This is an optimization exercise on Yosys and OpenROAD, whose aim is small area, a short achievable clock period and few clock cycles per item, not a production implementation. Where RTL was checked, it was by simulation tests only, not by an equivalence proof against the original. No functional check of the RTL was part of run 5. Power is estimated from default activity; no workload was simulated.

==> design.v <==
`timescale 1ns / 1ps
module Control(
    input [1:0] Opcode,
    output [7:0] CtrlSign
    );
	assign CtrlSign = (Opcode == 2'b00) ? 8'b11000001 :
					(Opcode == 2'b01) ? 8'b01101010 :
					(Opcode == 2'b10) ? 8'b00100100 :
					8'b00010000;
endmodule
`timescale 1ns / 1ps
module State_Control(
    input [1:0] State,
    output State_Reg_Write,
    output State_Memory,
    output State_PC
    );
	assign State_Memory = (State == 2'b00);
	assign State_Reg_Write = (State == 2'b01);
	assign State_PC = (State == 2'b10);
endmodule
`timescale 1ns / 1ps
module Freq_Div(
    input CLK_IN,
    input RST,
    output reg [1:0] State
    );
	always @(posedge CLK_IN or posedge RST) begin
		if(RST) begin
			State <= 2'b00;
		end else begin
			if(State == 2'b10) begin
				State <= 2'b00;
			end else begin
				State <= State + 2'b01;
			end
		end
	end
endmodule
`timescale 1ns / 1ps
module PC(
    input CLK,
    input RST,
    input Jump,
    input [7:0] Imm,
    output reg [7:0] PCout
    );
	always @(posedge CLK or posedge RST) begin
		if(RST) begin
			PCout <= 0;
		end else begin
			PCout <= PCout + 8'd1 + (Jump ? Imm : 8'd0);
		end
	end
endmodule
`timescale 1ns / 1ps
module MUX(
    input [7:0] NumA,
    input [7:0] NumB,
    input Select,
    output [7:0] Result
    );
	assign Result = (Select == 1'b0) ? NumA : NumB;
endmodule
`timescale 1ns / 1ps
module Reg_Data_Select_Converter(
    input [3:0] IN,
    output reg [1:0] OUT
    );
	always @(*) begin
		if(IN[0] == 1) begin
			OUT = 2'b00;
		end else if(IN[1] == 1) begin
			OUT = 2'b01;
		end else if(IN[2] == 1) begin
			OUT = 2'b10;
		end else if(IN[3] == 1) begin
			OUT = 2'b11;
		end else begin
			OUT = 2'b00;
		end
	end
endmodule
`timescale 1ns / 1ps
module Registers(
    input CLK,
    input RST,
    input [1:0] Read_Reg1,
    input [1:0] Read_Reg2,
    input [1:0] Write_Reg,
    input [7:0] Reg_Write_Data,
    input RegWrite,
    input [7:0] Result,
	input [1:0] Reg_Data_Select,
	output [7:0] Reg_Data,
    output [7:0] Read_Data1,
    output [7:0] Read_Data2,
    output reg [7:0] Reg_Write_Data_Save
    );
	reg [7:0] register0;
	reg [7:0] register1;
	reg [7:0] register2;
	reg [7:0] register3;
	assign Read_Data1 = (Read_Reg1 == 2'b00) ? register0 :
						(Read_Reg1 == 2'b01) ? register1 :
						(Read_Reg1 == 2'b10) ? register2 :
						register3;
	assign Read_Data2 = (Read_Reg2 == 2'b00) ? register0 :
						(Read_Reg2 == 2'b01) ? register1 :
						(Read_Reg2 == 2'b10) ? register2 :
						register3;
	assign Reg_Data = (Reg_Data_Select == 2'b00) ? register0 :
					  (Reg_Data_Select == 2'b01) ? register1 :
					  (Reg_Data_Select == 2'b10) ? register2 :
					  register3;
	always @(posedge CLK) begin
		if(RST) begin
			register0 <= 0;
			register1 <= 0;
			register2 <= 0;
			register3 <= 0;
		end else if(RegWrite == 1'b1) begin
			case(Write_Reg)
				2'b00 : register0 <= Reg_Write_Data;
				2'b01 : register1 <= Reg_Write_Data;
				2'b10 : register2 <= Reg_Write_Data;
				2'b11 : register3 <= Reg_Write_Data;
			endcase
		end
	end
	always @(posedge CLK or posedge RST) begin
		if(RST) begin
			Reg_Write_Data_Save <= 0;
		end else begin
			Reg_Write_Data_Save <= Result;
		end
	end
endmodule
`timescale 1ns / 1ps
module ALU(
    input [7:0] NumA,
    input [7:0] NumB,
    input ALUOP,
    output [7:0] Result
    );
	assign Result = NumA + NumB;
endmodule
`timescale 1ns / 1ps
module v8_to_5_Compressor(
    input [7:0] Address8bits,
    output [4:0] Address5bits
    );
	assign Address5bits = Address8bits[4:0];
endmodule
`timescale 1ns / 1ps
module Data_Memory(
    input CLK,
    input RST,
    input [4:0] Address,
    input [7:0] Write_Data,
    input MemWrite,
    output [7:0] Read_Data
    );
	reg [255:0] mem;
	wire [7:0] wd_lo = Write_Data & {8{~RST}};
	wire [7:0] wd_hi = Write_Data | {8{RST}};
	genvar i;
	generate
		for(i = 0; i < 32; i = i + 1) begin : word
			wire [7:0] init = (i < 16) ? i : (16 - i);
			wire       en   = RST | (MemWrite && Address == i);
			always @(posedge CLK) begin
				if(en) begin
					mem[8*i +: 8] <= (init & wd_hi) | (~init & wd_lo);
				end
			end
		end
	endgenerate
	assign Read_Data = mem[8*Address +: 8];
endmodule
`timescale 1ns / 1ps
module Sign_Extend(
    input [1:0] IN,
    output [7:0] OUT
    );
	assign OUT = (IN[1] == 1) ? 8'b11111100 + IN : 8'b00000000 + IN;
endmodule
module v7_Segment(input [3:0] hex, output [6:0] seg); wire [3:0] h = hex;
assign seg[0] = ~((~h[3] & ~h[2] & ~h[1] & h[0]) | (~h[3] & h[2] & ~h[1] & ~h[0]) | (h[3] & ~h[2] & h[1] & h[0]) | (h[3] & h[2] & ~h[1] & h[0]));
assign seg[1] = ~((~h[3] & h[2] & ~h[1] & h[0]) | (h[3] & h[2] & ~h[0]) | (h[3] & h[1] & h[0]) | (h[2] & h[1] & ~h[0]));
assign seg[2] = ~((~h[3] & ~h[2] & h[1] & ~h[0]) | (h[3] & h[2] & h[1]) | (h[3] & h[2] & ~h[0]));
assign seg[3] = ~((~h[3] & ~h[2] & ~h[1] & h[0]) | (~h[3] & h[2] & ~h[1] & ~h[0]) | (h[3] & ~h[2] & h[1] & ~h[0]) | (h[2] & h[1] & h[0]));
assign seg[4] = ~((~h[3] & h[2] & ~h[1]) | (~h[3] & h[0]) | (~h[2] & ~h[1] & h[0]));
assign seg[5] = ~((~h[3] & ~h[2] & h[1]) | (~h[3] & ~h[2] & h[0]) | (~h[3] & h[1] & h[0]) | (h[3] & h[2] & ~h[1] & h[0]));
assign seg[6] = ~((~h[3] & ~h[2] & ~h[1]) | (~h[3] & h[2] & h[1] & h[0]) | (h[3] & h[2] & ~h[1] & ~h[0]));
endmodule
`timescale 1ns / 1ps
module Microprocessor(
    input [7:0] Instruction,
    input CLK_IN,
    input RST,
	input [3:0] SEL_REG,
    output [7:0] Read_Address,	 
    output [6:0] SEG1,   
	output [6:0] SEG2,	 
	output [6:0] SEG3,   
	output [6:0] SEG4,	 
	output [6:0] SEG5,   
	output [6:0] SEG6	 
    );
	wire [1:0] op = Instruction[7:6];
	wire [1:0] rs = Instruction[5:4];
	wire [1:0] rt = Instruction[3:2];
	wire [1:0] rd = Instruction[1:0];
	wire [7:0] Imm;
	wire [7:0] Read_Data1, Read_Data2, Read_Data;
	wire [7:0] Reg_Data;
	wire [7:0] Reg_Write_Data_Save;
	wire [1:0] Reg_Data_Select;
	Sign_Extend SE1(.IN(Instruction[1:0]), .OUT(Imm));
	wire is_load  = (op == 2'b01);
	wire is_store = (op == 2'b10);
	wire is_jump  = (op == 2'b11);
	wire [7:0] Sum  = Read_Data1 + Read_Data2;	 
	wire [7:0] Addr = Read_Data1 + Imm;		 
	wire [7:0] Result = is_load ? Read_Data : (is_store ? Addr : Sum);
	PC P1(.CLK(CLK_IN), .RST(RST), .Jump(is_jump), .Imm(Imm), .PCout(Read_Address));
	Reg_Data_Select_Converter RDSC1(.IN(SEL_REG), .OUT(Reg_Data_Select));
	Registers R1(.CLK(CLK_IN), .RST(RST), .Read_Reg1(rs), .Read_Reg2(rt),
				.Write_Reg(is_load ? rt : rd), .Reg_Write_Data(is_load ? Read_Data : Sum),
				.RegWrite(op[1] == 1'b0), .Result(Result),
				.Read_Data1(Read_Data1), .Read_Data2(Read_Data2),
				.Reg_Write_Data_Save(Reg_Write_Data_Save),
				.Reg_Data_Select(Reg_Data_Select), .Reg_Data(Reg_Data));
	Data_Memory D1(.CLK(CLK_IN), .RST(RST), .Address(Addr[4:0]),
				.Write_Data(Read_Data2), .MemWrite(is_store), .Read_Data(Read_Data));
	v7_Segment V1(.hex(Reg_Write_Data_Save[7:4]), .seg(SEG1));
	v7_Segment V2(.hex(Reg_Write_Data_Save[3:0]), .seg(SEG2));
	v7_Segment V3(.hex(Read_Address[7:4]), .seg(SEG3));
	v7_Segment V4(.hex(Read_Address[3:0]), .seg(SEG4));
	v7_Segment V5(.hex(Reg_Data[7:4]), .seg(SEG5));
	v7_Segment V6(.hex(Reg_Data[3:0]), .seg(SEG6));
endmodule
==> run.sh <==
#!/bin/bash
# synth_recipe.tcl (not shown) runs the flow's synth.tcl, then flattens the netlist and writes it again
# the make line also repeats each setting of config.mk as NAME=value (left out here)
make -C /OpenROAD-flow-scripts/flow DESIGN_CONFIG=/design/flow/config.mk WORK_HOME=/design/flow/orfs CLKGATE_MAP_FILE= SYNTH_SCRIPT=/design/flow/synth_recipe.tcl finish
==> config.mk <==
export PLATFORM = sky130hd
export DESIGN_NAME = Microprocessor
export DESIGN_NICKNAME = Microprocessor
export VERILOG_FILES = /design/flow/design.v
export SDC_FILE = /design/flow/constraint.sdc
export NUM_CORES = 4
export LEC_CHECK = 0
export CAP_MARGIN = 20
export CORE_MARGIN = 2
export CORE_UTILIZATION = 40
export CTS_BUF_LIST = sky130_fd_sc_hd__clkbuf_8
export SETUP_SLACK_MARGIN = 2
export SLEW_MARGIN = 20
==> constraint.sdc <==
create_clock -name core_clock -period 6.0 [get_ports {CLK_IN}]
set_input_delay 1.2000 -clock core_clock [delete_from_list [all_inputs] [get_ports {CLK_IN}]]
set_output_delay 1.2000 -clock core_clock [all_outputs]
set_load 0.01 [all_outputs]
==> key figures, run 1 <==
Timing
  – Max_slew headroom: 33.6%
  – Period utilization: 68.1%
  – Setup ws final: 1.91 ns
  – Fin crit period: 4.09 ns
  – Max Fclk: 245 MHz
  – Final hold violations: 0
  – Worst Max-Slew Pin Slew: 0.996 ns
  – RSZ-0062 raised after global routing: yes
  – Final setup violating endpoints: 0
  – WHS: 0.527 ns
  – TNS Setup: 0 ns
  – Final Skew: 0.0308 ns
  – Fin. max-slew vios: 0

Yosys
  – Xor and xnor area share after synthesis: 2.26%
  – Post-synthesis mux area share: 12.9%
  – Synth Area in Simple Gates: 11.1%
  – Ys flop type: edfxtp_1
  – Top post-synthesis cells by area: edfxtp_1 51%, mux4_2 9.2%, dfxtp_1 4.2%, nand2_1 4.2%, dfrtp_1 2.6%
  – Mean post-synth cell area: 12.8 um2
  – Largest family of logic cells by synthesized area: multiplexers
  – YS warnings: 4
  – Synth Area in Adders: 2.17%
  – Number of synthesized flops with an enable pin: 256
  – Synth area leader: edfxtp_1
  – Synth Area in Compound Gates: 11.0%
  – Share of the synthesized area in the top cell type: 50.8%
  – Mapped Nets: 1,219
  – Post-synthesis cell area: 15,100 um2
  – Yosys cell types: 79
  – Ys async rst share: 5.26%
  – Sequential share of the synthesized area: 57.6%
  – Syn Inst Count: 1,180
  – Synthesis-stage register bit count: 304

Place
  – Dpl cell area: 16,500 um2
  – DP Worst Slack: 0.493 ns
  – Port Buffer Count: 63
  – DP Wirelength: 27,900 um
  – Gpl congestion: 0.902

Global routing
  – Total grt overflow: 0
  – Vias in the first global route: 10,500
  – First-pass GRT wire length: 65,100 um
  – Gr usage total: 22.4%
  – Antenna violations before repair: 0
  – Largest net degree at the start of global routing: 61

Power
  – Sw Share: 31.7%
  – Logic pwr share: 28.9%
  – Lkg Pwr: 6.92 nW
  – Power share of the sequential group: 43.4%
  – Clk pwr share: 27.7%
  – PwrDens: 325 nW/um2
  – Switching pwr: 1.92 mW
  – Cell internal pwr: 4.13 mW
  – Maximum vdd drop: 0.198 mV

Clocking
  – Num Clock Sinks: 304
  – CTS Buf Count: 50
  – Worst-path clk slew: 0.06 ns
  – Clock buffer depth: 3
  – H-tree Lvls: 2
  – CTS tree: done
  – Root buffer cell: clkbuf_8
  – Skew-Pair Late Insertion Delay: 0.61 ns

Die
  – Die area: 39,400 um2
  – Starting Density: 40.4%
  – Row cnt: 71
  – Die width: 199 um
  – Io pins: 64
  – Core Box Area: 37,500 um2
  – Die Span Y: 199 um

Finish
  – Final nets: 1,367
  – Multi-input logic area: 6590 um2
  – Fill cells: 3,266
  – Register Area: 8730 um2
  – Final core occ: 49.6%
  – Ant diodes: 0
  – Final Cell Area: 18,600 um2
  – Fraction of layout cells with a size suffix above 1: 28.3%
  – Area Overhead vs Synth: 22.9%

Drt
  – Drt drc: 0
  – Pre-Repair DR Iteration Count: 5
  – Detailed Route WL: 44,300 um
  – Initial DRC Count: 888
  – Drt via density: 5.80
  – Final ANT Viol Nets: 0
  – Vias: 10,900
  – WL/cell: 23.6 um

Worst setup path
  – Critical path class: in -> out
  – WP data required: 4.80 ns
  – Crit path DAT: 2.89 ns
  – Crit-path max FO: 6
  – Setup crit start kind: primary input
  – Worst Setup End Kind: output pin

Hold path
  – Worst hold path class: reg -> reg

Flow run
  – Max_cap viols: 0

Outcome
  – Run status: no timing/DRC/antenna violations
cell usage after synthesis, types with 12 or more instances:
| cell type | instances |
|---|---|
| o22ai_1 | 24 |
| ha_1 | 23 |
| edfxtp_1 | 256 |
| dfrtp_1 | 16 |
| a21oi_1 | 47 |
| nor3_1 | 14 |
| xnor2_1 | 18 |
| clkbuf_1 | 42 |
| o21ai_0 | 60 |
| and2_1 | 15 |
| nor2_1 | 73 |
| a31oi_1 | 21 |
| xor2_1 | 13 |
| nor2b_1 | 12 |
| mux2i_1 | 26 |
| buf_2 | 17 |
| nand2_1 | 169 |
| inv_1 | 25 |
| nand3_1 | 24 |
| nand2b_1 | 15 |
| dfxtp_1 | 32 |
| mux4_2 | 62 |
path summary, 6_finish.rpt:
check / startpoint / cells after the start / slack (ns) / endpoint
setup / recovery: SEL_REG[0] / 10 / 1.91 / SEG5[3]
hold / removal: R1.register2[7] / 2 / 0.53 / R1.register2[7]
setup reg to reg: R1.register3[1] / 12 / 2.47 / D1.mem[157]
hold reg to reg: R1.register2[7] / 2 / 0.53 / R1.register2[7]
max in group asynchronous: RST / 5 / 3.49 / R1.Reg_Write_Data_Save[6]
min in group asynchronous: RST / 5 / 2.29 / R1.Reg_Write_Data_Save[3]
critical path, stage by stage:
cell and delay (ns):
buf_6 0.10, o21ba_4 0.32, nor2_4 0.07, o41ai_4 0.28
buf_4 0.19, buf_6 0.10, or2_4 0.11, nor2_1 0.06
o31ai_2 0.25, buf_2 0.19
registers in the layout, indices dropped and copies added (netlist names):
name	cells
P1.PCout	8
R1.register3	8
D1.mem	256
R1.register1	8
R1.register0	8
R1.register2	8
R1.Reg_Write_Data_Save	8
metrics by stage:
stage / cells / total power, mW
finish: 1877 / 6.04
CTS: 1851 / 5.98
floorplan: 1180 / 3.58
global placement: 1704 / 4.19
detailed placement: 1704 / 4.21
global route: 1877 / 6.31
layout by cell type, fill, tap and decap left out, types with 9 or more instances in the layout:
cell               n
a21o_1             9
a21oi_1           46
a31oi_1           19
and2_1            14
and3_1            11
buf_12            13
buf_2             16
buf_4             79
buf_6             13
clkbuf_8          50
clkdlybuf4s50_1   40
clkinv_1          13
dfrtp_1           16
dfxtp_1           32
edfxtp_1         256
ha_1              20
inv_1             35
mux2i_1           24
mux4_2            63
nand2_1          142
nand2_2           20
nand2b_1          11
nand3_1           22
nor2_1            58
nor2_2            10
nor3_1            12
o21ai_0           45
o21ai_1           19
o22ai_1           21
or2_2              9
xnor2_1           16
xor2_1            11
kinds of logic after synthesis:
kind of cell               count (synthesis)
and+or+nand+nor                          369
DFF                                      304
AOI/OAI and AO/OA                        246
muxes                                    103
buffers and inverters                     99
xor gates and xnor gates                  34
adders and majority gates                 25
routing by layer:
metal | part of all wire, % | vias to the layer above | track usage (%)
met3 | 7.2 | 110 | 3.61
met2 | 48 | 453 | 36.8
met4 | 3.5 | 0 | 8.15
li1 | - | 4836 | -
met1 | 42 | 5483 | 30.1
met5 | 0 | - | 0
final cells by class:
| type | instances | area share, % |
|---|---|---|
| clock buffers | 50 | 3.70 |
| clock inverters | 40 | 1.18 |
| inverters | 25 | 0.525 |
| multi-input cells | 777 | 35.4 |
| flip-flops and latches | 304 | 46.9 |
| well taps | 511 | 3.44 |
| repair buffers | 170 | 8.82 |
power by group through the flow:
stage / logic (mW) / clock network [mW] / registers [mW]
floorplan: 1.02 / 0 / 2.56
global placement: 1.53 / 0 / 2.66
detailed placement: 1.54 / 0 / 2.66
CTS: 1.66 / 1.70 / 2.62
global route: 1.87 / 1.80 / 2.65
finish: 1.75 / 1.68 / 2.62
timing repair:
action                     in CTS  in global routing
resized for setup             152                 60
setup endpoints to repair     310                286
setup buffers                  54                 25
hold buffers                    0                  0
pin swaps                      23                 20
cloned                          3                  1
Testbench counts, summed over its fixed seeds: cycles 6,109, instructions 6,109.
==> run 2, diff against run 1 <==
--- a/config.mk
+++ b/config.mk
@@ -8,6 +8,5 @@
 export CAP_MARGIN = 20
 export CORE_MARGIN = 2
-export CORE_UTILIZATION = 40
-export CTS_BUF_LIST = sky130_fd_sc_hd__clkbuf_8
+export CORE_UTILIZATION = 60
 export SETUP_SLACK_MARGIN = 2
 export SLEW_MARGIN = 20
==> run 2 against run 1 <==
Sequential share of layout area is 0.51 points higher. Combinational power is 2% lower. Design area is 1.1% lower. Cell count is 11% lower. Via count hardly changed. Clock-buffer cell count is 12 lower. Sequential power hardly changed. Non-clock buffer count is 7 higher. Critical path type unchanged. Setup slack better by 0.026 ns. Highest routed layer unchanged. Register-to-register slack worse by 0.03 ns.
==> key figures, run 2 <==
Outcome
  – Run status: no timing/DRC/antenna violations

Place
  – Port Buffer Count: 63 (unchanged)
  – DP Wirelength: 27,700 um (-0.89%)
  – Gpl congestion: 0.953 (+5.7%)
  – Dpl cell area: 16,300 um2 (-0.90%)

Finish
  – Area Overhead vs Synth: 21.6%
  – Commonest cells after routing, fill and taps aside: 256 x edfxtp_1, 137 x nand2_1, 84 x buf_4, 66 x nor2_1, 63 x mux4_2
  – Commonest non-fill, non-tap cell in the layout: edfxtp_1
  – Final nets: 1,355 (-0.88%)
  – Ant diodes: 0 (unchanged)
  – Final Cell Area: 18,400 um2 (-1.1%)
  – Max FFs per register: 256 (unchanged)
  – Most flop-heavy register: D1.mem
  – Fraction of layout cells with a size suffix above 1: 27.7% (-0.59 points)

Worst setup path
  – Crit-path max FO: 7 (+1)
  – Critical path class: in -> out
  – Crit path DAT: 2.86 ns (-0.03 ns)
  – Worst reg2reg startpoint: R1.register2[0]
  – Worst setup startpoint: SEL_REG[0]
  – Setup crit end: SEG6[2]
  – Worst Setup End Kind: output pin
  – Worst R2R Path Depth: 13 (+1)
  – Reg-to-Reg End: R1.Reg_Write_Data_Save[5]
  – Reg2reg setup slack: 2.44 ns (-0.03 ns)
  – Setup crit start kind: primary input
  – WP data required: 4.80 ns (about the same)

Yosys
  – Ys async rst share: 5.26% (unchanged)
  – Yosys cell types: 79 (unchanged)
  – Synth area leader: edfxtp_1
  – Sequential share of the synthesized area: 57.6% (unchanged)
  – Post-synthesis cell area: 15,100 um2 (unchanged)
  – Top post-synthesis cells by area: edfxtp_1 51%, mux4_2 9.2%, dfxtp_1 4.2%, nand2_1 4.2%, dfrtp_1 2.6%
  – Most numerous cell in the Yosys netlist: edfxtp_1
  – Commonest cells in the netlist: 256 x edfxtp_1, 169 x nand2_1, 73 x nor2_1
  – Ys flop type: edfxtp_1
  – YS warnings: 4 (unchanged)
  – Synthesis-stage register bit count: 304 (unchanged)
  – Syn Inst Count: 1,180 (unchanged)
  – Mapped Nets: 1,219 (unchanged)
  – Share of the synthesized area in the top cell type: 50.8% (unchanged)
  – Mean post-synth cell area: 12.8 um2 (unchanged)
  – Number of synthesized flops with an enable pin: 256 (unchanged)

Clocking
  – Worst-path clk slew: 0.07 ns (about the same)
  – CTS Buf Count: 31 (-38%)
  – Num Clock Sinks: 304 (unchanged)
  – H-tree Lvls: 1 (-1)
  – Skew-Pair Late Insertion Delay: 0.56 ns (-0.05 ns)
  – CTS tree: done
  – Root buffer cell: clkbuf_16
  – Clock buffer depth: 3 (unchanged)
  – Hold_buf cts: 0 (unchanged)

Power
  – Maximum vdd drop: 0.310 mV (+57%)
  – Cell internal pwr: 4.36 mW (+5.6%)
  – Lkg Pwr: 6.88 nW (-0.59%)
  – Switching pwr: 1.86 mW (-2.8%)
  – Power share of the sequential group: 42.2% (-1.2 points)
  – PwrDens: 338 nW/um2 (+4.0%)
  – Logic pwr share: 27.5% (-1.4 points)
  – Clk pwr share: 30.3% (+2.6 points)
  – Sw Share: 29.9% (-1.8 points)

Drt
  – Detailed Route WL: 43,500 um (-1.7%)
  – Detail Route met3 WL: 3670 um (+15%)
  – Drt via density: 6.52 (+12%)
  – Drt drc: 0 (unchanged)
  – Wire length on met2: 20,800 um (-1.2%)
  – Pre-Repair DR Iteration Count: 5 (unchanged)
  – Initial DRC Count: 1,336 (+50%)
  – Met1 wire length: 16,900 um (-8.3%)
  – WL/cell: 26.0 um (+10%)
  – Vias: 10,900 (+0.092%)
  – Final ANT Viol Nets: 0 (unchanged)
  – Uppermost layer routed: met4

Die
  – Die Span Y: 163 um (-18%)
  – Core Box Area: 25,000 um2 (-33%)
  – Die area: 26,500 um2 (-33%)
  – Io pins: 64 (unchanged)
  – Row cnt: 58 (-18%)
  – Starting Density: 60.7% (+20 points)
  – Die width: 163 um (-18%)

Timing
  – Fin. max-slew vios: 0 (unchanged)
  – Max_slew headroom: 36.9% (+3.3 points)
  – RSZ-0062 raised after global routing: yes
  – Final hold violations: 0 (unchanged)
  – Fin crit period: 4.06 ns (-0.0256 ns)
  – TNS Setup: 0 ns (unchanged)
  – Max Fclk: 246 MHz (+0.63%)
  – Worst Max-Slew Pin Slew: 0.945 ns (-0.0507 ns)
  – Period utilization: 67.7% (-0.43 points)
  – Final setup violating endpoints: 0 (unchanged)
  – Final Skew: 0.0115 ns (-0.0193 ns)

Global routing
  – Gr usage total: 32.8% (+10 points)
  – Total grt overflow: 0 (unchanged)
  – Antenna violations before repair: 1 (+1)
  – Vias in the first global route: 10,300 (-1.6%)
  – First-pass GRT wire length: 63,900 um (-1.8%)
  – Largest net degree at the start of global routing: 43 (-30%)

Hold path
  – Worst hold path class: reg -> reg

Flow run
  – Max_cap viols: 0 (unchanged)
-- run 2: cell counts after synthesis --
Identical to the previous run, type by type.
-- run 2: logic make-up (layout without fill, tap and decap cells) --
logic type                 count (synthesis)  after routing  share of synthesized area [%]
DFF                                      304            304                           57.6
buffers and inverters                     99            260                           2.98
xor gates and xnor gates                  34             34                           2.26
and+or+nand+nor                          369            369                           11.1
adders and majority gates                 25             25                           2.17
muxes                                    103            103                           12.9
AOI/OAI and AO/OA                        246            246                           11.0
-- run 2: what timing repair did --
action	4_1_cts	5_1_grt
setup buffers	54	16
gates resized for setup	142	71
setup endpoints to repair	310	262
pin swaps	21	21
gates cloned	2	1
hold endpoints to repair	0	0
-- run 2: worst min-delay path by stage --
stage | from | to | slack [ns] | cells after the start
3_5_place_dp | R1.register3[7] | R1.register3[7] | 0.51 | 2
4_1_cts | R1.register3[7] | R1.register3[7] | 0.52 | 2
3_3_place_gp | R1.register3[7] | R1.register3[7] | 0.51 | 2
5_1_grt | R1.register3[7] | R1.register3[7] | 0.55 | 2
2_1_floorplan | R1.register0[7] | R1.register0[7] | 0.47 | 2
6_report | R1.register3[7] | R1.register3[7] | 0.52 | 2
-- run 2: power groups by stage --
stage                     combinational [mW]  clock, mW  sequential (mW)
final                                   1.71       1.88             2.63
after global routing                    1.82       1.98             2.65
after CTS                               1.64       1.89             2.62
after detailed placement                1.53          0             2.67
after global placement                  1.51          0             2.66
after floorplan                         1.02          0             2.56
-- run 2: per-layer routing --
layer,vias to the layer above,track usage (%)
li1,4795,-
met1,5334,45.7
met2,617,53.0
met3,146,4.13
met4,0,13.5
met5,-,0
-- run 2: cell type report --
cell class                      count  area [um2]
Fill cell                        1639        6560
Multi-Input combinational cell    777        6540
Timing Repair Buffer              177        1640
Inverter                           25        97.6
Tap cell                          330         413
Clock buffer                       38         802
Clock inverter                     20         185
Sequential cell                   304        8730
-- run 2: stage by stage --
| step | util [%] | instances | power, mW | hold WS (ns) | worst slack, ns |
|---|---|---|---|---|---|
| 2_1_floorplan | - | 1180 | 3.58 | 0.471 | 1.71 |
| 3_3_place_gp | 65.4 | 1540 | 4.17 | 0.509 | 0.636 |
| 3_5_place_dp | 65.4 | 1540 | 4.20 | 0.512 | 0.603 |
| 4_1_cts | 72.2 | 1654 | 6.15 | 0.518 | 1.97 |
| 5_1_grt | 73.7 | 1671 | 6.46 | 0.554 | 1.89 |
| 6_report | 73.7 | 1671 | 6.22 | 0.521 | 1.94 |
-- run 2: worst max-delay path, cell delays in order --
cell     delay, ns
buf_6         0.10
o21ba_4       0.29
buf_6         0.14
nor2_4        0.04
o41a_1        0.37
buf_6         0.18
nor4_4        0.30
a31oi_2       0.08
buf_2         0.15
==> run 3, diff against run 2 <==
==> flow/run.sh (new file) <==
#!/bin/bash
# The standard layout (the standard.sh: unchanged synthesis, floorplan,
# placement, CTS, routing), with the port buffers that buffer_ports inserts
# made plain buffers instead of the default delay-cell buffers.
set -euo pipefail
export BUFFER_PORTS_ARGS="-buffer_cell sky130_fd_sc_hd__buf_2"
bash standard.sh > standard.log 2>&1
==> standard.sh (new file) <==
#!/bin/bash
# synth_recipe.tcl (not shown) runs the flow's synth.tcl, then flattens the netlist and writes it again
# the make line also repeats each setting of config.mk as NAME=value (left out here)
make -C /OpenROAD-flow-scripts/flow DESIGN_CONFIG=/design/flow/config.mk WORK_HOME=/design/flow/orfs CLKGATE_MAP_FILE= SYNTH_SCRIPT=/design/flow/synth_recipe.tcl "${@:-finish}"
--- a/config.mk
+++ b/config.mk
@@ -8,5 +8,5 @@
 export CAP_MARGIN = 20
 export CORE_MARGIN = 2
-export CORE_UTILIZATION = 60
+export CORE_UTILIZATION = 40
 export SETUP_SLACK_MARGIN = 2
 export SLEW_MARGIN = 20
removed: run.sh
==> run 3 against run 2 <==
Clock-buffer cell count fell by 1. Sequential power barely moved. Global-route usage fell by 10 points. Area after synthesis did not move. Register-to-register slack improved by 0.07 ns. Synthesized cell count did not move. Setup slack improved by 0.038 ns. Clock skew rose by 0.015 ns. Clock power rose by 15%. Critical path type unchanged.
==> key figures, run 3 <==
Clocking
  – CTS Buf Count: 34 (+9.7%)
  – H-tree Lvls: 2 (+1)
  – Num Clock Sinks: 304 (unchanged)
  – Hold_buf cts: 0 (unchanged)
  – Skew-Pair Late Insertion Delay: 0.54 ns (-0.02 ns)
  – Clock buffer depth: 3 (unchanged)
  – Worst-path clk slew: 0.06 ns (about the same)
  – CTS tree: done
  – Root buffer cell: clkbuf_16

Drt
  – Drt drc: 0 (unchanged)
  – Drt via density: 5.87 (-9.9%)
  – Pre-Repair DR Iteration Count: 5 (unchanged)
  – Final ANT Viol Nets: 0 (unchanged)
  – WL/cell: 24.2 um (-7.0%)
  – Vias: 10,700 (-1.4%)
  – Detailed Route WL: 44,300 um (+1.8%)
  – Initial DRC Count: 1,057 (-21%)

Power
  – Logic pwr share: 24.7% (-2.8 points)
  – Sw Share: 30.6% (+0.65 points)
  – PwrDens: 347 nW/um2 (+2.7%)
  – Cell internal pwr: 4.41 mW (+1.2%)
  – Power share of the sequential group: 41.3% (-0.9 points)
  – Final Power: 6.35 mW (+2.2%)
  – Maximum vdd drop: 0.236 mV (-24%)
  – Lkg Pwr: 6.77 nW (-1.6%)
  – Switching pwr: 1.94 mW (+4.4%)
  – Clk pwr share: 34.0% (+3.7 points)

Timing
  – Period utilization: 67.1% (-0.64 points)
  – Final setup violating endpoints: 0 (unchanged)
  – Final hold violations: 0 (unchanged)
  – WHS: 0.523 ns (+0.00207 ns)
  – Worst Max-Slew Pin Slew: 0.935 ns (-0.0105 ns)
  – Fin crit period: 4.02 ns (-0.0381 ns)
  – TNS Setup: 0 ns (unchanged)
  – Max_slew headroom: 37.7% (+0.79 points)
  – Fin. max-slew vios: 0 (unchanged)
  – Max Fclk: 249 MHz (+0.95%)
  – RSZ-0062 raised after global routing: yes
  – Final Skew: 0.0264 ns (+0.0148 ns)

Worst setup path
  – Critical path class: in -> out
  – CP top delay family: compound AO/OA/AOI/OAI gates
  – Worst setup startpoint: SEL_REG[0]
  – WP data required: 4.80 ns (about the same)
  – Crit path DAT: 2.82 ns (-0.04 ns)
  – CP Cell Sequence: buf_16 -> o21ba_4 -> nor2_4 -> o41ai_4 -> buf_4 -> or2_4 -> nor2_2 -> o31ai_2 -> buf_2
  – Crit-path max FO: 6 (-1)
  – Setup crit start kind: primary input
  – Slowest library cell on the worst path: o41ai_4
  – CP Buf/Inv Count: 3 (-1)
  – Worst stage delay on the critical path: 0.40 ns (+0.03 ns)
  – Worst reg2reg startpoint: R1.register2[0]
  – Worst Setup End Kind: output pin

Finish
  – Final nets: 1,330 (-1.8%)
  – Most flop-heavy register: D1.mem
  – Commonest non-fill, non-tap cell in the layout: edfxtp_1
  – Commonest cells after routing, fill and taps aside: 256 x edfxtp_1, 142 x nand2_1, 67 x buf_4, 65 x nor2_1, 63 x mux4_2
  – Max FFs per register: 256 (unchanged)
  – Multi-input logic area: 6480 um2 (-0.96%)
  – Area Overhead vs Synth: 20.9%
  – Fill cells: 3,262 (+99%)
  – Fraction of layout cells with a size suffix above 1: 29.1% (+1.4 points)
  – Register Area: 8730 um2 (unchanged)
  – Final Cell Area: 18,300 um2 (-0.56%)

Yosys
  – Syn Inst Count: 1,180 (unchanged)
  – Number of synthesized flops with an enable pin: 256 (unchanged)
  – Post-synthesis cell area: 15,100 um2 (unchanged)
  – Yosys cell types: 79 (unchanged)
  – YS warnings: 4 (unchanged)
  – Mapped Nets: 1,219 (unchanged)
  – Mean post-synth cell area: 12.8 um2 (unchanged)
  – Most numerous cell in the Yosys netlist: edfxtp_1
  – Ys flop type: edfxtp_1
  – Ys async rst share: 5.26% (unchanged)
  – Synth area leader: edfxtp_1
  – Top post-synthesis cells by area: edfxtp_1 51%, mux4_2 9.2%, dfxtp_1 4.2%, nand2_1 4.2%, dfrtp_1 2.6%
  – Synthesis-stage register bit count: 304 (unchanged)
  – Share of the synthesized area in the top cell type: 50.8% (unchanged)
  – Sequential share of the synthesized area: 57.6% (unchanged)
  – Commonest cells in the netlist: 256 x edfxtp_1, 169 x nand2_1, 73 x nor2_1

Global routing
  – First-pass GRT wire length: 64,500 um (+0.93%)
  – Largest net degree at the start of global routing: 37 (-14%)
  – Gr usage total: 22.5% (-10 points)
  – Total grt overflow: 0 (unchanged)
  – Antenna violations before repair: 1 (unchanged)
  – Vias in the first global route: 10,200 (-1.5%)

Die
  – Die width: 199 um (+22%)
  – Die area: 39,400 um2 (+49%)
  – Row cnt: 71 (+22%)
  – Io pins: 64 (unchanged)
  – Core Box Area: 37,500 um2 (+50%)
  – Starting Density: 40.4% (-20 points)
  – Die Span Y: 199 um (+22%)

Place
  – Port Buffer Count: 63 (unchanged)
  – DP Wirelength: 28,100 um (+1.5%)
  – Gpl congestion: 0.902 (-5.3%)
  – Dpl cell area: 16,100 um2 (-1.2%)

Flow run
  – Max_cap viols: 0 (unchanged)

Hold path
  – Source of the worst hold timing path: R1.register3[7]
  – Worst hold path class: reg -> reg

Outcome
  – Run status: no timing/DRC/antenna violations
## run 3: cell families after synthesis
family / count (synthesis) / share of synthesized area, %
multiplexers: 103 / 12.9
flip-flops: 304 / 57.6
AND/OR/NAND/NOR: 369 / 11.1
adder cells (fa/ha/maj): 25 / 2.17
buffers and inverters: 99 / 2.98
XOR/XNOR: 34 / 2.26
AO/OA/AOI/OAI: 246 / 11.0
## run 3: cell type report
cell class / count / share of cell area, %
clock inverters: 24 / 1.54
diodes: 1 / 0.0137
multi-input cells: 777 / 35.4
well taps: 511 / 3.49
repair buffers: 149 / 6.63
inverters: 25 / 0.533
flip-flops and latches: 304 / 47.7
clock buffers: 37 / 4.71
## run 3: power groups by stage
stage	clock, mW	sequential, mW	combinational, mW
2_1_floorplan	0	2.56	1.02
3_3_place_gp	0	2.66	1.36
3_5_place_dp	0	2.67	1.38
4_1_cts	2.18	2.62	1.50
5_1_grt	2.27	2.65	1.69
6_report	2.16	2.63	1.57
## run 3: what timing repair did
| item | 4_1_cts | 5_1_grt |
|---|---|---|
| pin swaps | 24 | 16 |
| gates cloned | 3 | 0 |
| buffers inserted | 43 | 16 |
| setup endpoints to repair | 294 | 76 |
| resized for setup | 54 | 44 |
## run 3: routing by layer
layer | wire (um) | up-vias | GRT usage (%)
li1 | - | 4755 | -
met2 | 20800 | 466 | 35.9
met1 | 18200 | 5404 | 29.7
met3 | 3360 | 110 | 4.54
met4 | 1910 | 0 | 10.2
met5 | 0 | - | 0
## run 3: worst min-delay path: cells and delay by family, from the launching register on
family / cells / cell delay, ns
AO/OA/AOI/OAI: 1 / 0.07
AND/OR/NAND/NOR: 1 / 0.06
flip-flops: 1 / 0.34
## run 3: through the flow
step / worst slack (ns) / cells / util, %
2_1_floorplan: 1.71 / 1180 / -
3_3_place_gp: 0.897 / 1704 / 43.0
3_5_place_dp: 0.861 / 1704 / 43.0
4_1_cts: 1.95 / 1811 / 48.0
5_1_grt: 1.90 / 1827 / 48.8
6_report: 1.98 / 1828 / 48.8
## run 3: worst paths after layout
kind / endpoint / slack (ns) / cells after the start
worst max-delay path: SEG5[3] / 1.98 / 9
worst min-delay path: R1.register3[7] / 0.52 / 2
worst max register to register: D1.mem[9] / 2.51 / 11
worst min register to register: R1.register3[7] / 0.52 / 2
max in group asynchronous: R1.Reg_Write_Data_Save[0] / 3.96 / 3
min in group asynchronous: P1.PCout[7] / 1.78 / 3
==> run 4, diff against run 3 <==
--- a/config.mk
+++ b/config.mk
@@ -9,4 +9,5 @@
 export CORE_MARGIN = 2
 export CORE_UTILIZATION = 40
+export CTS_BUF_LIST = sky130_fd_sc_hd__clkbuf_8
 export SETUP_SLACK_MARGIN = 2
 export SLEW_MARGIN = 20
==> run 4 against run 3 <==
Still clean on timing, DRC and antenna. Via count increased by 0.45%. Setup slack worse by 0.0038 ns. Register-to-register slack worse by 0.07 ns. First-iteration DRC count increased by 3.3%. Critical path depth grew 1. Wire length down 0.20%. Design area fell by 2.4%. Clock skew is 0.0018 ns higher. Clock power is 23% lower. Non-clock buffer count fell by 10. Critical path type unchanged.
==> key figures, run 4 <==
Outcome
  – Run status: no timing/DRC/antenna violations

Clocking
  – Num Clock Sinks: 304 (unchanged)
  – CTS Buf Count: 49 (+44%)
  – CTS tree: done
  – Hold_buf cts: 0 (unchanged)
  – Root buffer cell: clkbuf_8
  – Clock buffer depth: 3 (unchanged)
  – Skew-Pair Late Insertion Delay: 0.61 ns (+0.07 ns)
  – Worst-path clk slew: 0.06 ns (about the same)
  – H-tree Lvls: 2 (unchanged)

Worst setup path
  – WP data required: 4.80 ns (about the same)
  – Worst R2R Path Depth: 13 (+2)
  – Setup crit end: SEG5[6]
  – Crit-path max FO: 6 (unchanged)
  – Worst Setup End Kind: output pin
  – Crit path DAT: 2.83 ns (about the same)
  – Worst setup startpoint: SEL_REG[0]
  – Reg2reg setup slack: 2.44 ns (-0.07 ns)
  – Critical path class: in -> out
  – Setup crit start kind: primary input
  – Reg-to-Reg End: R1.Reg_Write_Data_Save[3]
  – Worst reg2reg startpoint: R1.register2[0]

Die
  – Io pins: 64 (unchanged)
  – Row cnt: 71 (unchanged)
  – Die width: 199 um (unchanged)
  – Die Span Y: 199 um (unchanged)
  – Die area: 39,400 um2 (unchanged)
  – Starting Density: 40.4% (unchanged)
  – Core Box Area: 37,500 um2 (unchanged)

Power
  – Maximum vdd drop: 0.204 mV (-14%)
  – Lkg Pwr: 6.67 nW (-1.4%)
  – PwrDens: 325 nW/um2 (-6.3%)
  – Final Power: 5.81 mW (-8.5%)

Drt
  – Pre-Repair DR Iteration Count: 6 (+1)
  – Initial DRC Count: 1,092 (+3.3%)
  – Vias: 10,800 (+0.45%)
  – Detailed Route WL: 44,200 um (-0.20%)
  – WL/cell: 23.9 um (-1.3%)
  – Drt drc: 0 (unchanged)
  – Final ANT Viol Nets: 0 (unchanged)
  – Drt via density: 5.83 (-0.64%)

Global routing
  – Largest net degree at the start of global routing: 37 (unchanged)
  – Antenna violations before repair: 2 (+1)
  – Total grt overflow: 0 (unchanged)
  – First-pass GRT wire length: 63,900 um (-1.0%)
  – Gr usage total: 22.2% (-0.31 points)
  – Vias in the first global route: 10,200 (+0.48%)

Finish
  – Most flop-heavy register: D1.mem
  – Final nets: 1,335 (+0.38%)
  – Fill cells: 3,349 (+2.7%)
  – Fraction of layout cells with a size suffix above 1: 27.7% (-1.4 points)
  – Max FFs per register: 256 (unchanged)
  – Ant diodes: 0 (-1)
  – Final core occ: 47.7% (-1.2 points)
  – Commonest cells after routing, fill and taps aside: 256 x edfxtp_1, 142 x nand2_1, 67 x nor2_1, 63 x mux4_2, 59 x buf_2
  – Area Overhead vs Synth: 18.0%
  – Multi-input logic area: 6390 um2 (-1.3%)
  – Commonest non-fill, non-tap cell in the layout: edfxtp_1
  – Register Area: 8730 um2 (unchanged)

Yosys
  – Post-synthesis cell area: 15,100 um2 (unchanged)
  – Mapped Nets: 1,219 (unchanged)
  – Ys async rst share: 5.26% (unchanged)
  – Synthesis-stage register bit count: 304 (unchanged)
  – Most numerous cell in the Yosys netlist: edfxtp_1
  – Share of the synthesized area in the top cell type: 50.8% (unchanged)
  – Sequential share of the synthesized area: 57.6% (unchanged)
  – Synth area leader: edfxtp_1
  – Top post-synthesis cells by area: edfxtp_1 51%, mux4_2 9.2%, dfxtp_1 4.2%, nand2_1 4.2%, dfrtp_1 2.6%
  – Number of synthesized flops with an enable pin: 256 (unchanged)
  – Ys flop type: edfxtp_1
  – YS warnings: 4 (unchanged)
  – Commonest cells in the netlist: 256 x edfxtp_1, 169 x nand2_1, 73 x nor2_1
  – Mean post-synth cell area: 12.8 um2 (unchanged)
  – Yosys cell types: 79 (unchanged)
  – Syn Inst Count: 1,180 (unchanged)

Timing
  – Max Fclk: 248 MHz (about the same)
  – Max_slew headroom: 37.2% (-0.42 points)
  – Final setup violating endpoints: 0 (unchanged)
  – Fin. max-slew vios: 0 (unchanged)
  – Period utilization: 67.1% (about the same)
  – Worst Max-Slew Pin Slew: 0.941 ns (+0.00633 ns)
  – RSZ-0062 raised after global routing: yes
  – Fin crit period: 4.03 ns (+0.00382 ns)
  – Final Skew: 0.0282 ns (+0.00179 ns)
  – Final hold violations: 0 (unchanged)
  – TNS Setup: 0 ns (unchanged)

Place
  – DP Wirelength: 28,100 um (unchanged)
  – Gpl congestion: 0.902 (unchanged)
  – Port Buffer Count: 63 (unchanged)

Flow run
  – Max_cap viols: 0 (unchanged)

Hold path
  – Worst hold path class: reg -> reg
==> run 4: cell types whose count changed in the layout (fill, tap and decap cells not counted), moves of 4 or more <==
cell | before | now
clkinv_1 | 7 | 11
clkbuf_8 | 0 | 49
buf_4 | 67 | 58
bufinv_16 | 5 | 1
clkbuf_16 | 34 | 1
inv_1 | 22 | 44
==> run 4: through the flow <==
step | instance area (um2) | hold slack [ns] | instances | setup WS (ns)
final | 17900 | 0.525 | 1848 | 1.97
after global routing | 17900 | 0.540 | 1848 | 1.90
after CTS | 17500 | 0.521 | 1827 | 1.95
after detailed placement | 16100 | 0.500 | 1704 | 0.861
after global placement | 16100 | 0.502 | 1704 | 0.897
after floorplan | 15300 | 0.471 | 1180 | 1.71
==> run 4: worst min path at each step <==
stage                     from              end  cells after the start
3_5_place_dp   R1.register3[7]  R1.register3[7]                      2
3_3_place_gp   R1.register2[7]  R1.register2[7]                      2
4_1_cts        R1.register3[7]  R1.register3[7]                      2
6_report       R1.register1[7]  R1.register1[7]                      2
2_1_floorplan  R1.register0[7]  R1.register0[7]                      2
5_1_grt        R1.register3[7]  R1.register3[7]                      2
==> run 4: cells by family after synthesis <==
kind of cell / share of synthesized area, %
AOI/OAI and AO/OA: 11.0
xor gates and xnor gates: 2.26
buffers and inverters: 2.98
DFF: 57.6
muxes: 12.9
adders and majority gates: 2.17
and+or+nand+nor: 11.1
==> run 4: area by class of cell <==
class                   count  area share [%]
flip-flops and latches    304            48.8
well taps                 511            3.58
inverters                  25           0.546
multi-input cells         777            35.8
clock inverters            43            1.26
clock buffers              49            3.77
repair buffers            139            6.24
==> run 4: timing repair <==
action | CTS | global route
buffers inserted | 29 | 20
setup endpoints to repair | 294 | 97
cloned | 2 | 1
gates resized for setup | 46 | 37
pin swaps | 17 | 17
==> run 4: report_power, final <==
| group | switching [mW] | internal [mW] | leakage (nW) |
|---|---|---|---|
| clock | 0.855 | 0.817 | 0.535 |
| sequential | 0.166 | 2.46 | 3.02 |
| combinational | 0.873 | 0.642 | 3.11 |
==> run 4: metal layers <==
metal  GRT usage [%]  vias up  share of wire [%]
met3            4.90      136                8.8
li1                -     4756                  -
met5               0        -                  0
met1            29.0     5337                 40
met2            35.4      554                 47
met4            10.1        0                4.5
==> run 4: worst max-delay path, stage by stage <==
cell and delay (ns):
buf_16 0.10, o21ba_4 0.28, nor2_4 0.06, o41ai_4 0.41
buf_4 0.20, and2_4 0.17, nand2b_4 0.05, a21oi_2 0.12
a31oi_1 0.05, buf_2 0.17
==> run 5, diff against run 4 <==
--- a/design.v
+++ b/design.v
@@ -114,5 +114,5 @@
 					  (Reg_Data_Select == 2'b10) ? register2 :
 					  register3;
-	always @(posedge CLK) begin
+	always @(posedge CLK or posedge RST) begin
 		if(RST) begin
 			register0 <= 0;
==> run 5 against run 4 <==
Register-to-register slack got worse by 0.24 ns. Clock skew down 0.0026 ns. Sequential share of layout area grew 2.0 points. Critical path type is now in -> reg. Combinational power grew to 3.8 times the previous value. Largest cell class unchanged. Hold slack better by 0.021 ns.
==> key figures, run 5 <==
Worst setup path
  – WP data required: 6.43 ns (+1.63 ns)
  – Crit-path max FO: 7 (+1)
  – Worst Setup End Kind: register
  – Setup crit start kind: primary input
  – Crit path DAT: 4.60 ns (+1.77 ns)
  – Critical path class: in -> reg

Yosys
  – Ys async rst share: 15.8% (+11 points)
  – Synthesis-stage register bit count: 304 (unchanged)
  – Most numerous cell in the Yosys netlist: edfxtp_1
  – Mean post-synth cell area: 14.0 um2 (+9.2%)
  – Number of synthesized flops with an enable pin: 256 (unchanged)
  – Post-synthesis cell area: 14,700 um2 (-3.2%)
  – Commonest cells in the netlist: 256 x edfxtp_1, 154 x nand2_1, 92 x mux4_2
  – Top post-synthesis cells by area: edfxtp_1 52%, mux4_2 14%, dfrtp_1 8.2%, nand2_1 3.9%, ha_1 2.0%
  – Yosys cell types: 57 (-28%)
  – Sequential share of the synthesized area: 60.7% (+3.0 points)
  – Mapped Nets: 1,085 (-11%)
  – YS warnings: 4 (unchanged)
  – Share of the synthesized area in the top cell type: 52.5% (+1.7 points)
  – Synth area leader: edfxtp_1
  – Syn Inst Count: 1,046 (-11%)
  – Ys flop type: edfxtp_1

Finish
  – Register Area: 8890 um2 (+1.8%)
  – Ant diodes: 0 (unchanged)
  – Fill cells: 3,091 (-7.7%)
  – Max FFs per register: 256 (unchanged)
  – Fraction of layout cells with a size suffix above 1: 32.5% (+4.8 points)
  – Multi-input logic area: 5910 um2 (-7.5%)
  – Commonest non-fill, non-tap cell in the layout: edfxtp_1
  – Final nets: 1,202 (-10%)
  – Final Cell Area: 17,500 um2 (-2.3%)
  – Area Overhead vs Synth: 19.2%
  – Most flop-heavy register: D1.mem
  – Commonest cells after routing, fill and taps aside: 256 x edfxtp_1, 130 x nand2_1, 92 x mux4_2, 58 x buf_2

Timing
  – Fin crit period: 4.17 ns (+0.139 ns)
  – TNS Setup: 0 ns (unchanged)
  – Max Fclk: 240 MHz (-3.3%)
  – RSZ-0062 raised after global routing: yes
  – Final setup violating endpoints: 0 (unchanged)
  – Final hold violations: 0 (unchanged)
  – Fin. max-slew vios: 0 (unchanged)
  – Setup ws final: 1.83 ns (-0.139 ns)
  – Worst Max-Slew Pin Slew: 0.845 ns (-0.0963 ns)
  – Final Skew: 0.0256 ns (-0.00260 ns)
  – Period utilization: 69.4% (+2.3 points)
  – WHS: 0.546 ns (+0.0213 ns)
  – Max_slew headroom: 43.6% (+6.3 points)

Die
  – Starting Density: 40.3% (-0.081 points)
  – Core Box Area: 36,300 um2 (-3.0%)
  – Die area: 38,200 um2 (-3.2%)
  – Io pins: 64 (unchanged)
  – Row cnt: 70 (-1.4%)
  – Die width: 195 um (-1.6%)
  – Die Span Y: 195 um (-1.6%)

Drt
  – Detailed Route WL: 38,600 um (-13%)
  – Initial DRC Count: 753 (-31%)
  – Drt via density: 5.72 (-1.9%)
  – WL/cell: 23.2 um (-3.2%)
  – Final ANT Viol Nets: 0 (unchanged)
  – Drt drc: 0 (unchanged)
  – Pre-Repair DR Iteration Count: 5 (-1)
  – Vias: 9,548 (-11%)

Outcome
  – Run status: no timing/DRC/antenna violations

Global routing
  – First-pass GRT wire length: 57,800 um (-9.4%)
  – Gr usage total: 20.2% (-1.9 points)
  – Largest net degree at the start of global routing: 54 (+46%)
  – Antenna violations before repair: 0 (-2)
  – Total grt overflow: 0 (unchanged)
  – Vias in the first global route: 9,259 (-9.5%)

Flow run
  – Max_cap viols: 0 (unchanged)

Clocking
  – Root buffer cell: clkbuf_8
  – Num Clock Sinks: 304 (unchanged)
  – Skew-Pair Late Insertion Delay: 0.59 ns (-0.02 ns)
  – CTS tree: done
  – H-tree Lvls: 2 (unchanged)
  – Clock buffer depth: 3 (unchanged)
  – Hold_buf cts: 0 (unchanged)
  – Worst-path clk slew: 0.06 ns (about the same)
  – CTS Buf Count: 48 (-2.0%)

Power
  – Final Power: 10.8 mW (+86%)
  – Maximum vdd drop: 0.345 mV (+69%)
  – Lkg Pwr: 6.47 nW (-3.1%)
  – PwrDens: 619 nW/um2 (+90%)

Place
  – DP Wirelength: 24,400 um (-13%)
  – DP Worst Slack: 0.584 ns (-0.278 ns)
  – Gpl congestion: 0.811 (-10%)
  – Port Buffer Count: 63 (unchanged)
  – Dpl cell area: 15,600 um2 (-3.4%)

Hold path
  – Worst hold path class: reg -> reg
[run 5: cell count changes after synthesis, moves of 9 or more]
cell     change
nor2_1      -17
buf_2       -12
o22ai_1     -23
nand2_1     -15
o21ai_1     +12
a31oi_1      -9
nand3_1     -16
mux4_2      +30
dfrtp_1     +32
o21ai_0     -19
mux2i_1     -14
dfxtp_1     -32
[run 5: final cells by class]
| cell class | instances | share of cell area (%) |
|---|---|---|
| sequential | 304 | 50.9 |
| multi-input combinational | 659 | 33.8 |
| timing repair buffer | 128 | 6.22 |
| clock buffer | 51 | 4.02 |
| tap | 468 | 3.35 |
| clock inverter | 36 | 1.21 |
| inverter | 22 | 0.480 |
[run 5: critical path, cell delays in order]
cell and delay [ns]:
buf_12 0.11, mux4_2 0.38, ha_4 0.15, inv_2 0.03
fa_4 0.47, xnor2_4 0.21, buf_12 0.16, buf_8 0.12
buf_16 0.13, buf_6 0.10, mux4_2 0.55, mux4_2 0.50
a22oi_2 0.18, and2b_2 0.22, o21ai_1 0.07
[run 5: timing repair]
action                                 4_1_cts  5_1_grt
pin swaps                                   25       18
setup endpoints to repair                  294       94
gates cloned                                 2        3
resized for setup                           51       51
setup buffers                               39       12
endpoints found under the hold margin        0        0
[run 5: logic make-up (layout without fill, tap and decap cells)]
group,after synthesis,after routing,share of synthesized area [%]
adder cells (fa/ha/maj),26,26,2.31
AND/OR/NAND/NOR,296,296,8.92
AO/OA/AOI/OAI,192,192,8.28
multiplexers,112,115,15.6
buffers and inverters,86,237,2.40
XOR/XNOR,30,30,1.84
flip-flops,304,304,60.7
[run 5: power by group]
part,leakage [nW],total [mW],internal [mW],switching (mW)
clock,0.517,1.69,0.874,0.814
sequential,3.08,3.32,2.94,0.380
combinational,2.87,5.80,2.83,2.98
[run 5: final timing paths]
| kind | slack [ns] | startpoint | to | depth (start not counted) |
|---|---|---|---|---|
| worst max-delay path | 1.83 | Instruction[4] | R1.register1[4] | 15 |
| worst min-delay path | 0.55 | R1.register3[7] | R1.register3[7] | 2 |
| worst max register to register | 2.20 | R1.register0[1] | R1.register1[4] | 13 |
| worst min register to register | 0.55 | R1.register3[7] | R1.register3[7] | 2 |
| max in group asynchronous | 4.10 | RST | P1.PCout[6] | 3 |
| min in group asynchronous | 1.42 | RST | R1.Reg_Write_Data_Save[4] | 3 |
[run 5: stage by stage]
step                      instances  utilization (%)
after floorplan                1046                -
after global placement         1525             42.9
after detailed placement       1525             42.9
after CTS                      1653             47.2
after global routing           1668             48.1
final                          1668             48.1
[run 5: per-layer routing]
metal  vias to the layer above  GRT usage, %  share of wire (%)
li1                       4251             -                  -
met1                      4851          28.2                 42
met2                       387          33.0                 48
met3                        59          3.44                7.0
met4                         0          5.57                2.0
met5                         -             0                  0
==> run 6, diff against run 5 <==
--- a/design.v
+++ b/design.v
@@ -114,5 +114,5 @@
 					  (Reg_Data_Select == 2'b10) ? register2 :
 					  register3;
-	always @(posedge CLK or posedge RST) begin
+	always @(posedge CLK) begin
 		if(RST) begin
 			register0 <= 0;
--- a/config.mk
+++ b/config.mk
@@ -10,4 +10,4 @@
 export CORE_UTILIZATION = 40
 export CTS_BUF_LIST = sky130_fd_sc_hd__clkbuf_8
-export SETUP_SLACK_MARGIN = 2
+export SETUP_SLACK_MARGIN = 2.3
 export SLEW_MARGIN = 20
==> run 6 against run 5 <==
Critical path depth is 6 lower. Design area is 11% higher. Critical endpoint is now SEG6[0]. Hold slack worse by 0.036 ns. First-iteration DRC count is 25% higher. Sequential cell count stayed put. Cell count is 15% higher. Non-clock buffer count is 76 higher.
==> key figures, run 6 <==
Timing
  – TNS Setup: 0 ns (unchanged)
  – Period utilization: 67.0% (-2.4 points)
  – Final Skew: 0.0445 ns (+0.0190 ns)
  – Fin. max-slew vios: 0 (unchanged)
  – Final hold violations: 0 (unchanged)
  – WHS: 0.510 ns (-0.0357 ns)
  – Final setup violating endpoints: 0 (unchanged)
  – Max_slew headroom: 13.9% (-30 points)
  – Fin crit period: 4.02 ns (-0.145 ns)
  – Worst Max-Slew Pin Slew: 1.29 ns (+0.447 ns)
  – Max Fclk: 249 MHz (+3.6%)
  – RSZ-0062 raised after global routing: yes

Clocking
  – Clock buffer depth: 3 (unchanged)
  – H-tree Lvls: 2 (unchanged)
  – CTS Buf Count: 50 (+4.2%)
  – Skew-Pair Late Insertion Delay: 0.62 ns (+0.03 ns)
  – Worst-path clk slew: 0.05 ns (about the same)
  – Root buffer cell: clkbuf_8
  – Hold_buf cts: 0 (unchanged)
  – CTS tree: done
  – Num Clock Sinks: 304 (unchanged)

Drt
  – Drt via density: 5.87 (+2.5%)
  – Vias: 11,200 (+17%)
  – Drt drc: 0 (unchanged)
  – Initial DRC Count: 944 (+25%)
  – Pre-Repair DR Iteration Count: 6 (+1)
  – WL/cell: 24.3 um (+4.8%)
  – Detailed Route WL: 46,400 um (+20%)
  – Final ANT Viol Nets: 0 (unchanged)

Outcome
  – Run status: no timing/DRC/antenna violations

Global routing
  – Antenna violations before repair: 1 (+1)
  – Largest net degree at the start of global routing: 43 (-20%)
  – Total grt overflow: 0 (unchanged)
  – Gr usage total: 23.0% (+2.8 points)
  – First-pass GRT wire length: 67,000 um (+16%)
  – Vias in the first global route: 10,400 (+13%)

Yosys
  – Number of synthesized flops with an enable pin: 256 (unchanged)
  – Most numerous cell in the Yosys netlist: edfxtp_1
  – Mapped Nets: 1,219 (+12%)
  – Ys async rst share: 5.26% (-11 points)
  – Share of the synthesized area in the top cell type: 50.8% (-1.7 points)
  – Ys flop type: edfxtp_1
  – Mean post-synth cell area: 12.8 um2 (-8.4%)
  – YS warnings: 4 (unchanged)
  – Yosys cell types: 79 (+39%)
  – Post-synthesis cell area: 15,100 um2 (+3.3%)
  – Top post-synthesis cells by area: edfxtp_1 51%, mux4_2 9.2%, dfxtp_1 4.2%, nand2_1 4.2%, dfrtp_1 2.6%
  – Syn Inst Count: 1,180 (+13%)
  – Synthesis-stage register bit count: 304 (unchanged)
  – Commonest cells in the netlist: 256 x edfxtp_1, 169 x nand2_1, 73 x nor2_1
  – Synth area leader: edfxtp_1
  – Sequential share of the synthesized area: 57.6% (-3.0 points)

Finish
  – Area Overhead vs Synth: 28.5%
  – Final nets: 1,401 (+17%)
  – Ant diodes: 0 (unchanged)
  – Fraction of layout cells with a size suffix above 1: 38.5% (+6.0 points)
  – Final core occ: 51.9% (+3.8 points)
  – Commonest cells after routing, fill and taps aside: 256 x edfxtp_1, 124 x nand2_1, 81 x buf_4, 67 x mux4_2, 59 x nor2_1
  – Commonest non-fill, non-tap cell in the layout: edfxtp_1
  – Most flop-heavy register: D1.mem
  – Max FFs per register: 256 (unchanged)

Hold path
  – Source of the worst hold timing path: R1.register2[7]
  – Worst Hold Endpoint: R1.register2[7]
  – Worst hold path class: reg -> reg
  – Hold path cells: 2 (unchanged)

Die
  – Die Span Y: 199 um (+1.6%)
  – Row cnt: 71 (+1.4%)
  – Die width: 199 um (+1.6%)
  – Io pins: 64 (unchanged)
  – Core Box Area: 37,500 um2 (+3.1%)
  – Die area: 39,400 um2 (+3.3%)
  – Starting Density: 40.4% (+0.081 points)

Worst setup path
  – WP data required: 4.80 ns (-1.63 ns)
  – Worst Setup End Kind: output pin
  – Reg2reg setup slack: 2.49 ns (+0.29 ns)
  – Crit path DAT: 2.82 ns (-1.78 ns)
  – Worst reg2reg startpoint: R1.register0[0]
  – Reg-to-Reg End: R1.Reg_Write_Data_Save[4]
  – Crit-path max FO: 6 (-1)
  – Setup crit start kind: primary input
  – Worst R2R Path Depth: 12 (-1)
  – Critical path class: in -> out

Power
  – Final Power: 6.16 mW (-43%)
  – Maximum vdd drop: 0.168 mV (-51%)
  – Clk pwr share: 28.5% (+13 points)
  – PwrDens: 317 nW/um2 (-49%)
  – Cell internal pwr: 4.16 mW (-37%)
  – Sw Share: 32.6% (-6.0 points)
  – Switching pwr: 2.01 mW (-52%)
  – Lkg Pwr: 7.25 nW (+12%)
  – Logic pwr share: 28.8% (-25 points)
  – Power share of the sequential group: 42.6% (+12 points)

Place
  – Port Buffer Count: 63 (unchanged)
  – DP Wirelength: 28,800 um (+18%)
  – Gpl congestion: 0.881 (+8.7%)

Flow run
  – Max_cap viols: 0 (unchanged)
[run 6: repair_timing]
| action | 4_1_cts | 5_1_grt |
|---|---|---|
| cloned | 7 | 5 |
| pin swaps | 31 | 59 |
| buffers inserted | 63 | 42 |
| resized for setup | 72 | 158 |
| setup endpoints to repair | 310 | 294 |
[run 6: kinds of logic (layout without fill, tap and decap cells)]
group	count (synthesis)	after routing	share of synthesized area (%)
AND/OR/NAND/NOR	369	369	11.1
XOR/XNOR	34	34	2.26
multiplexers	103	103	12.9
flip-flops	304	304	57.6
adder cells (fa/ha/maj)	25	25	2.17
buffers and inverters	99	318	2.98
AO/OA/AOI/OAI	246	246	11.0
[run 6: power groups by stage]
| stage | sequential (mW) | clock, mW | combinational (mW) |
|---|---|---|---|
| global placement | 2.66 | 0 | 1.38 |
| global route | 2.65 | 1.88 | 1.89 |
| detailed placement | 2.67 | 0 | 1.39 |
| CTS | 2.63 | 1.78 | 1.58 |
| floorplan | 2.57 | 0 | 1.06 |
| finish | 2.63 | 1.76 | 1.78 |
[run 6: routing by layer]
layer	track usage (%)	vias up	wire length (um)
li1	-	4895	-
met3	4.54	113	3680
met5	0	-	37
met4	7.90	2	1670
met2	36.6	530	21500
met1	31.7	5668	19400
[run 6: area by class of cell]
class	instances	area (um2)
repair buffers	204	1980
clock buffers	51	702
flip-flops and latches	304	8730
clock inverters	38	238
fillers	3185	18000
inverters	25	97.6
multi-input cells	777	7070
well taps	511	639
[run 6: worst max path at each step]
stage                               from                   endpoint  slack, ns  cells past startpoint
final                         SEL_REG[0]                    SEG6[0]       1.98                      9
after global routing          SEL_REG[0]                    SEG6[0]       1.91                      9
after CTS                     SEL_REG[0]                    SEG5[3]       2.01                     10
after detailed placement  Instruction[4]            R1.register2[1]       1.07                     13
after global placement    Instruction[4]            R1.register3[1]       1.10                     13
after floorplan           Instruction[4]  R1.Reg_Write_Data_Save[3]       1.71                     12
[run 6: critical path: stages]
cell and delay (ns):
buf_16 0.10, o21ba_4 0.28, nor2_1 0.09, o41a_1 0.49, buf_6 0.17, xnor2_2 0.12
o21ai_1 0.16, a22oi_2 0.06, buf_2 0.14
[run 6: metrics by stage]
| stage | cell area (um2) | worst slack (ns) | std cells |
|---|---|---|---|
| 2_1_floorplan | 15700 | 1.71 | 1180 |
| 3_3_place_gp | 16400 | 1.10 | 1704 |
| 3_5_place_dp | 16400 | 1.07 | 1704 |
| 4_1_cts | 18400 | 2.01 | 1863 |
| 5_1_grt | 19500 | 1.91 | 1910 |
| 6_report | 19500 | 1.98 | 1910 |
Testbench counts of run 6, summed over its fixed seeds: cycles 6,109, instructions 6,109.
==> run 7, diff against run 6 <==
--- a/config.mk
+++ b/config.mk
@@ -10,4 +10,4 @@
 export CORE_UTILIZATION = 40
 export CTS_BUF_LIST = sky130_fd_sc_hd__clkbuf_8
-export SETUP_SLACK_MARGIN = 2.3
+export SETUP_SLACK_MARGIN = 1.8
 export SLEW_MARGIN = 20
==> run 7 against run 6 <==
Wire length shrank 4.5%. Fmax shrank 3.4%. Power shrank 6.8%. Sequential share of layout area grew 4.9 points. Area after synthesis is the same. Combinational power shrank 17%. Register-to-register slack lost 0.16 ns. Setup slack lost 0.14 ns. Largest power group unchanged. Clock skew grew 0.0062 ns. Critical endpoint is now R1.Reg_Write_Data_Save[3]. Non-clock buffer count shrank 77.
==> key figures, run 7 <==
Yosys
  – Ys flop type: edfxtp_1
  – Syn Inst Count: 1,180 (unchanged)
  – Top post-synthesis cells by area: edfxtp_1 51%, mux4_2 9.2%, dfxtp_1 4.2%, nand2_1 4.2%, dfrtp_1 2.6%
  – Post-synthesis cell area: 15,100 um2 (unchanged)
  – Most numerous cell in the Yosys netlist: edfxtp_1
  – Sequential share of the synthesized area: 57.6% (unchanged)
  – Ys async rst share: 5.26% (unchanged)
  – YS warnings: 4 (unchanged)
  – Synthesis-stage register bit count: 304 (unchanged)
  – Commonest cells in the netlist: 256 x edfxtp_1, 169 x nand2_1, 73 x nor2_1
  – Mean post-synth cell area: 12.8 um2 (unchanged)

Place
  – Gpl congestion: 0.893 (+1.4%)
  – DP Worst Slack: 0.928 ns (-0.142 ns)
  – DP Wirelength: 29,400 um (+2.1%)
  – Dpl cell area: 16,100 um2 (-1.8%)
  – Placed cell count: 1,708 (+0.23%)

Finish
  – Commonest cells after routing, fill and taps aside: 256 x edfxtp_1, 144 x nand2_1, 70 x nor2_1, 62 x mux4_2, 61 x buf_2
  – Multi-input logic area: 6290 um2 (-11%)
  – Fill cells: 3,406 (+6.9%)
  – Register Area: 8730 um2 (unchanged)
  – Post-route non-filler standard cell count: 1,832 (-4.1%)
  – Final Cell Area: 17,500 um2 (-9.8%)
  – Fraction of layout cells with a size suffix above 1: 25.4% (-13 points)
  – Most flop-heavy register: D1.mem
  – Commonest non-fill, non-tap cell in the layout: edfxtp_1
  – Final core occ: 46.8% (-5.1 points)
  – Final nets: 1,325 (-5.4%)

Drt
  – WL/cell: 24.2 um (-0.40%)
  – Vias: 10,700 (-4.6%)
  – Drt drc: 0 (unchanged)
  – Initial DRC Count: 967 (+2.4%)
  – Drt via density: 5.84 (-0.51%)
  – Detailed Route WL: 44,300 um (-4.5%)

Timing
  – Worst Max-Slew Pin Slew: 1.06 ns (-0.229 ns)
  – Period utilization: 69.4% (+2.3 points)
  – Setup ws final: 1.84 ns (-0.139 ns)
  – Fin. max-slew vios: 0 (unchanged)
  – Final Skew: 0.0507 ns (+0.00617 ns)
  – RSZ-0062 raised after global routing: yes
  – Max_slew headroom: 29.1% (+15 points)
  – Fin crit period: 4.16 ns (+0.139 ns)
  – TNS Setup: 0 ns (unchanged)
  – Final hold violations: 0 (unchanged)
  – Final setup violating endpoints: 0 (unchanged)

Power
  – PwrDens: 327 nW/um2 (+3.3%)
  – Maximum vdd drop: 0.235 mV (+40%)
  – Lkg Pwr: 6.52 nW (-10%)

Clocking
  – H-tree Lvls: 2 (unchanged)
  – Skew-Pair Late Insertion Delay: 0.62 ns (about the same)
  – CTS Buf Count: 50 (unchanged)
  – Hold_buf cts: 0 (unchanged)
  – Root buffer cell: clkbuf_8
  – Worst-path clk slew: 0.06 ns (about the same)
  – Num Clock Sinks: 304 (unchanged)

Global routing
  – Largest net degree at the start of global routing: 38 (-12%)
  – Total grt overflow: 0 (unchanged)
  – First-pass GRT wire length: 64,700 um (-3.3%)
  – Antenna violations before repair: 0 (-1)

Die
  – Starting Density: 40.4% (unchanged)
  – Die Span Y: 199 um (unchanged)
  – Row cnt: 71 (unchanged)
  – Die area: 39,400 um2 (unchanged)
  – Io pins: 64 (unchanged)

Outcome
  – Run status: no timing/DRC/antenna violations

Worst setup path
  – Setup crit start kind: primary input
  – Crit-path max FO: 19 (+13)
  – WP data required: 6.44 ns (+1.64 ns)
  – Critical path class: in -> reg
  – Crit path DAT: 4.60 ns (+1.78 ns)

Hold path
  – Worst hold path class: reg -> reg

Flow run
  – Max_cap viols: 0 (unchanged)
-- run 7: cell families after synthesis --
kind of cell             synth area share (%)
AO/OA/AOI/OAI                            11.0
XOR/XNOR                                 2.26
adder cells (fa/ha/maj)                  2.17
buffers and inverters                    2.98
flip-flops                               57.6
multiplexers                             12.9
AND/OR/NAND/NOR                          11.1
-- run 7: what timing repair did --
action | CTS | global route
setup endpoints to repair | 182 | 112
gates cloned | 2 | 0
pin swaps | 4 | 9
resized for setup | 18 | 26
setup buffers | 16 | 19
-- run 7: path summary, 6_finish.rpt --
| kind | start | to | slack, ns | depth (start not counted) |
|---|---|---|---|---|
| max in group asynchronous | RST | R1.Reg_Write_Data_Save[7] | 4.05 | 3 |
| hold reg to reg | R1.register1[7] | R1.register1[7] | 0.53 | 2 |
| min in group asynchronous | RST | R1.Reg_Write_Data_Save[4] | 1.12 | 2 |
| hold / removal | R1.register1[7] | R1.register1[7] | 0.53 | 2 |
| setup / recovery | Instruction[4] | R1.Reg_Write_Data_Save[3] | 1.84 | 12 |
| setup reg to reg | R1.register1[0] | R1.Reg_Write_Data_Save[3] | 2.33 | 11 |
-- run 7: per-layer routing --
metal | vias to the layer above | global-route usage [%] | wire [um]
met5 | - | 0 | 0
met3 | 92 | 3.24 | 3110
met4 | 0 | 7.77 | 1410
met1 | 5389 | 30.6 | 18600
li1 | 4742 | - | -
met2 | 473 | 36.9 | 21100
-- run 7: through the flow --
stage          power, mW  hold slack, ns
2_1_floorplan       3.57           0.465
3_3_place_gp        4.03           0.506
3_5_place_dp        4.05           0.514
4_1_cts             5.74           0.528
5_1_grt             5.99           0.540
6_report            5.74           0.528
-- run 7: worst max-delay path, cell delays in order --
cell       delay (ns)
buf_4            0.17
mux4_2           0.39
ha_4             0.15
inv_2            0.04
fa_2             0.48
xnor2_4          0.33
buf_4            0.19
bufbuf_16        0.32
mux4_2           0.50
a22oi_1          0.19
and4_1           0.45
o22ai_1          0.17
-- run 7: layout make-up --
type | instances | area share (%)
antenna | 1 | 0.0143
inverter | 25 | 0.578
clock inverter | 36 | 1.08
multi-input combinational | 778 | 35.9
tap | 511 | 3.64
sequential | 304 | 49.8
clock buffer | 50 | 3.92
timing repair buffer | 127 | 5.15
-- run 7: where the power goes --
part,switching (mW),internal (mW)
clock,0.826,0.819
sequential,0.164,2.46
combinational,0.860,0.612
